This is an optimization exercise on Yosys and OpenROAD, whose aim is small area, a short achievable clock period and few clock cycles, not a production implementation. Only simulation tests tie the RTL to the original design; equivalence was not proved. Power is estimated from default activity; no workload was simulated.

P:
// core
module core (
    input  logic clk,
    input  logic rst_n,
    input  logic [31:0] dmem_rdata,
    output logic [31:0] dmem_wdata,
    output logic [31:0] dmem_addr,
    output logic        dmem_wen,
    output logic  [3:0] dmem_wr_mask,
    input  logic [31:0] imem_rdata,
    output logic [31:0] imem_addr
);
logic [31:0] pc_f;           
logic [31:0] a_e;            
logic [31:0] b_e;            
logic [31:0] c_e;            
logic  [4:0] rd_e;
logic  [2:0] f3_e;
logic        sub_e, sra_e, st_fwd_e;
logic        r_add_e, r_and_e, r_or_e, r_xor_e, r_sll_e, r_sr_e, r_slt_e, r_sltu_e, r_c_e;
logic        we_e, ld_e, st_e, jalr_e, br_e, pred_e;
logic        beq_e, bne_e, blt_e, bge_e, bltu_e, bgeu_e;
logic [31:0] res_m;          
logic [31:0] wd_m;           
logic  [4:0] rd_m;
logic  [2:0] f3_m;
logic        we_m, ld_m, st_m;
logic [32:0] sum33;
logic [31:0] sum, x_ab;
logic        eq, ltu, lt, taken;
assign sum33 = {1'b0, a_e} + {1'b0, b_e} + {32'b0, sub_e};
assign sum   = sum33[31:0];
assign x_ab  = a_e ^ b_e;
assign eq    = &x_ab;                        
assign ltu   = ~sum33[32];
assign lt    = (a_e[31] == b_e[31]) ? a_e[31] : ltu;
logic [31:0] sh_in, sh_out, sh_rev;
logic [32:0] sh_ext;
logic signed [32:0] sh_src;
always_comb begin
    for (int i = 0; i < 32; i++) sh_in[i] = r_sll_e ? a_e[31-i] : a_e[i];
end
assign sh_src = {sra_e & a_e[31], sh_in};
  ...
Size: about 1200 flip-flops, about 170 I/O pins, roughly 0.061 mm^2 of cells after synthesis.
==> flow/config.mk <==
export PLATFORM = sky130hd
export DESIGN_NAME = core
export DESIGN_NICKNAME = core
export VERILOG_FILES = /design/flow/design.v
export SDC_FILE = /design/flow/constraint.sdc
export NUM_CORES = 4
export LEC_CHECK = 0
export CAP_MARGIN = 20
export CORE_MARGIN = 2
export CORE_UTILIZATION = 40
export SLEW_MARGIN = 20
==> flow/constraint.sdc <==
create_clock -name core_clock -period 12.0 [get_ports {clk}]
set_input_delay 2.4000 -clock core_clock [delete_from_list [all_inputs] [get_ports {clk}]]
set_output_delay 2.4000 -clock core_clock [all_outputs]
set_load 0.01 [all_outputs]
standard.sh (not shown) runs the stock make flow with config.mk's settings and CLKGATE_MAP_FILE= SYNTH_SCRIPT=/design/flow/synth_recipe.tcl, a recipe that flattens the netlist after the stock synthesis.
==> flow/flow/run.sh <==
#!/bin/bash
# Layout flow: the standard ORFS flow (standard.sh, unchanged synthesis) with
# stronger timing repair and a smaller clock tree. Extra make variables:
#   SETUP_SLACK_MARGIN  repair setup slack beyond the clock period's (flow/margin.txt)
#   MATCH_CELL_FOOTPRINT=0  let repair resize cells across footprints
#   BUFFER_PORTS_ARGS   buffer every port with a plain buffer cell
#   CTS_ARGS            larger sink clusters, no dummy loads
# Each tool's output goes to the ORFS logs under orfs/logs; make's own output to flow_make.log.
set -euo pipefail
MARGIN=$(cat flow/margin.txt)
EXTRA="SETUP_SLACK_MARGIN=$MARGIN MATCH_CELL_FOOTPRINT=0 'BUFFER_PORTS_ARGS=-buffer_cell sky130_fd_sc_hd__buf_4'"
EXTRA="$EXTRA 'CTS_ARGS=-sink_clustering_enable -repair_clock_nets -dont_use_dummy_load -sink_clustering_size 40 -sink_clustering_max_diameter 60'"
sed -e "s|CLKGATE_MAP_FILE= |CLKGATE_MAP_FILE= $EXTRA |" standard.sh > flow_standard.sh
grep -q "SETUP_SLACK_MARGIN=$MARGIN" flow_standard.sh
bash flow_standard.sh > flow_make.log 2>&1
test -f out/final.def
==> flow/flow/margin.txt <==
7.5
Testbench counts of P, summed over its fixed seeds: cycles 77,252.
Inputs modified between P and Q:
diff --git a/flow/design.v b/flow/design.v
--- a/flow/design.v
+++ b/flow/design.v
@@ -116,15 +116,13 @@
              | ({32{r_sr_e}}   & sh_out)
              | {31'b0, (r_slt_e & lt) | (r_sltu_e & ltu)}
              | ({32{r_c_e}}    & c_e);
 assign taken = (beq_e & eq) | (bne_e & ~eq) | (blt_e & lt) | (bge_e & ~lt)
              | (bltu_e & ltu) | (bgeu_e & ~ltu);
 logic        redirect;
-logic [31:0] redirect_pc;
 assign redirect    = jalr_e | (br_e & (taken ^ pred_e));
-assign redirect_pc = jalr_e ? sum : c_e;
 logic [31:0] ld;
 logic        ld_sgn;
 assign ld_sgn = ~f3_m[2];
 assign ld[7:0]   = dmem_rdata[7:0];
 assign ld[15:8]  = (f3_m[1:0] == 2'b00) ? {8{ld_sgn & dmem_rdata[7]}} : dmem_rdata[15:8];
 assign ld[31:16] = f3_m[1] ? dmem_rdata[31:16] :
@@ -163,20 +161,26 @@
 logic [31:0] imm_i, imm_s, imm_b, imm_u, imm_j;
 assign imm_i = {{20{ins[31]}}, ins[31:20]};
 assign imm_s = {{20{ins[31]}}, ins[31:25], ins[11:7]};
 assign imm_b = {{20{ins[31]}}, ins[7], ins[30:25], ins[11:8], 1'b0};
 assign imm_u = {ins[31:12], 12'b0};
 assign imm_j = {{12{ins[31]}}, ins[19:12], ins[20], ins[30:21], 1'b0};
-logic [31:0] pc4_d, tgt_d, tgt_j, tgt_b, pc_nt;
-logic        pred_d;
-assign pc4_d  = pc_f + 32'd4;
-assign tgt_j  = pc_f + imm_j;
-assign tgt_b  = pc_f + imm_b;
-assign tgt_d  = ins[3] ? tgt_j : tgt_b;
-assign pred_d  = is_jal | (is_br & ins[31]);
-assign pc_nt   = redirect ? redirect_pc : stall ? pc_f : pc4_d;
+logic [31:0] pc4_d, tgt_j, tgt_b, pc_pred, pc_next;
+logic        pred_b, pred_d, sel_j, sel_b, sel_4;
+assign pc4_d   = pc_f + 32'd4;
+assign tgt_j   = pc_f + imm_j;
+assign tgt_b   = pc_f + imm_b;
+assign pred_b  = ins[31] | (f3 == 3'd1);       
+assign pred_d  = is_jal | (is_br & pred_b);
+assign sel_j   = is_jal & ~stall;
+assign sel_b   = is_br & pred_b & ~stall;
+assign sel_4   = ~stall & ~pred_d;
+assign pc_pred = ({32{sel_j}} & tgt_j) | ({32{sel_b}} & tgt_b)
+               | ({32{sel_4}} & pc4_d) | ({32{stall}} & pc_f);
+assign pc_next = ({32{jalr_e}} & sum) | ({32{redirect & ~jalr_e}} & c_e)
+               | ({32{~redirect}} & pc_pred);
 logic [31:0] rv1, rv2;
 always_comb begin
     rv1 = '0;
     rv2 = '0;
     for (int i = 1; i < 32; i++) begin
         rv1 = rv1 | ({32{rs1 == 5'(i)}} & rf[i]);
@@ -189,26 +193,28 @@
 assign fwd_e = we_e & ~ld_e;
 assign e1 = fwd_e & use1 & (rd_e == rs1);
 assign e2 = fwd_e & (rd_e == rs2);
 assign m1 = we_m & use1 & (rd_m == rs1);
 assign m2 = we_m & (rd_m == rs2);
 logic [31:0] s1, s2, s2_st;
-assign s1    = e1 ? res_e : m1 ? wb_m : is_auipc ? pc_f : rv1;
-assign s2    = e2 ? res_e : m2 ? wb_m : rv2;
+assign s1    = ({32{e1}} & res_e) | ({32{m1 & ~e1}} & wb_m) | ({32{is_auipc}} & pc_f)
+             | ({32{~e1 & ~m1 & ~is_auipc}} & rv1);
+assign s2    = ({32{e2}} & res_e) | ({32{m2 & ~e2}} & wb_m) | ({32{~e2 & ~m2}} & rv2);
 assign s2_st = m2 ? wb_m : rv2;
 logic stall, bubble;
 assign stall  = we_e & ld_e & ((use1 & (rd_e == rs1)) | ((is_op | is_br) & (rd_e == rs2)));
 assign bubble = redirect | stall;
 logic arith, d_sub, uses_imm;
 assign arith    = is_op | is_opi;
 assign d_sub    = (is_op & ins[30] & (f3 == 3'd0)) | (arith & (f3[2:1] == 2'b01)) | is_br;
 assign uses_imm = is_opi | is_ld | is_st | is_jalr | is_auipc;
 always_ff @(posedge clk) begin
     a_e  <= s1;
     b_e  <= (uses_imm ? (is_st ? imm_s : is_auipc ? imm_u : imm_i) : s2) ^ {32{d_sub}};
-    c_e  <= is_st ? s2_st : is_lui ? imm_u : (is_br & ~ins[31]) ? tgt_b : pc4_d;
+    c_e  <= ({32{is_st}} & s2_st) | ({32{is_lui}} & imm_u) | ({32{is_br & ~pred_b}} & tgt_b)
+          | ({32{~is_st & ~is_lui & ~(is_br & ~pred_b)}} & pc4_d);
     st_fwd_e <= we_e & (rd_e == rs2);
     rd_e <= rd;
     f3_e <= f3;
     sub_e    <= d_sub;
     sra_e    <= ins[30];
     r_add_e  <= (arith & (f3 == 3'd0)) | is_ld | is_st | is_auipc;
@@ -241,13 +247,13 @@
         bge_e  <= 1'b0;
         bltu_e <= 1'b0;
         bgeu_e <= 1'b0;
         we_m   <= 1'b0;
         st_m   <= 1'b0;
     end else begin
-        pc_f   <= (pred_d & ~redirect & ~stall) ? tgt_d : pc_nt;
+        pc_f   <= pc_next;
         we_e   <= ~bubble & (arith | is_ld | is_jal | is_jalr | is_lui | is_auipc) & (rd != 5'd0);
         ld_e   <= ~bubble & is_ld;
         st_e   <= ~bubble & is_st;
         jalr_e <= ~bubble & is_jalr;
         br_e   <= ~bubble & is_br;
         pred_e <= ~bubble & pred_d;
## What came out
Q reached the final stage; the timing, DRC and antenna checks on its layout passed. On maximum frequency, Q and P are basically level. Looking at total power, Q sits below P. Q vs. P: share of final-layout standard cells stronger than drive strength 1 -1.0 points, design area +about 0.5%, first-pass GRT wire length +about 0.9%. Going from P to Q, post-cts repair resize count shrank by about 11%, peak ir drop on the vdd network grew by 4.1%, delay of the slowest cell on the worst path grew by 0.36 ns, actual slew at the worst max-slew pin shrank by 0.082 ns. Cmp Q and P / clock network fraction of total power / higher: Q. Minimum clock period in Q is 0.0090 ns lower than in P. Going from P to Q, worst setup slack grows by 0.0090 ns. Diff P -> Q | power per unit of standard cell area | decrease of about 1.5%.
Testbench counts of Q, summed over its fixed seeds: cycles 76,389.

==> what the ideal ports hide <==
No port has a modelled driver above. Below, the same layouts with a new extraction and two added sets of constraints. Step 1, drivers: a clkbuf_16 drives clk and a buf_2 each remaining input, both assumed. Step 2 moves the port delays by t, midway between the first and last clock arrival at a register: inputs arrive t later, outputs are due t later. That takes back most of the time a late clock gives input paths. a / b / c = no drivers / after step 1 / after step 2; a / b = the first two.
run	shift t [ns]	setup WS [ns]	latest minus earliest clock arrival (ns)
P	0.816	7.308 / 7.329 / 6.514	0.139 / 0.139
Q	0.805	7.317 / 7.305 / 6.500	0.129 / 0.128
After both steps setup and hold are still met in every run listed. The setup slack of Q, which loses most, moves by -0.012 ns with the drivers and by -0.817 ns with both steps.
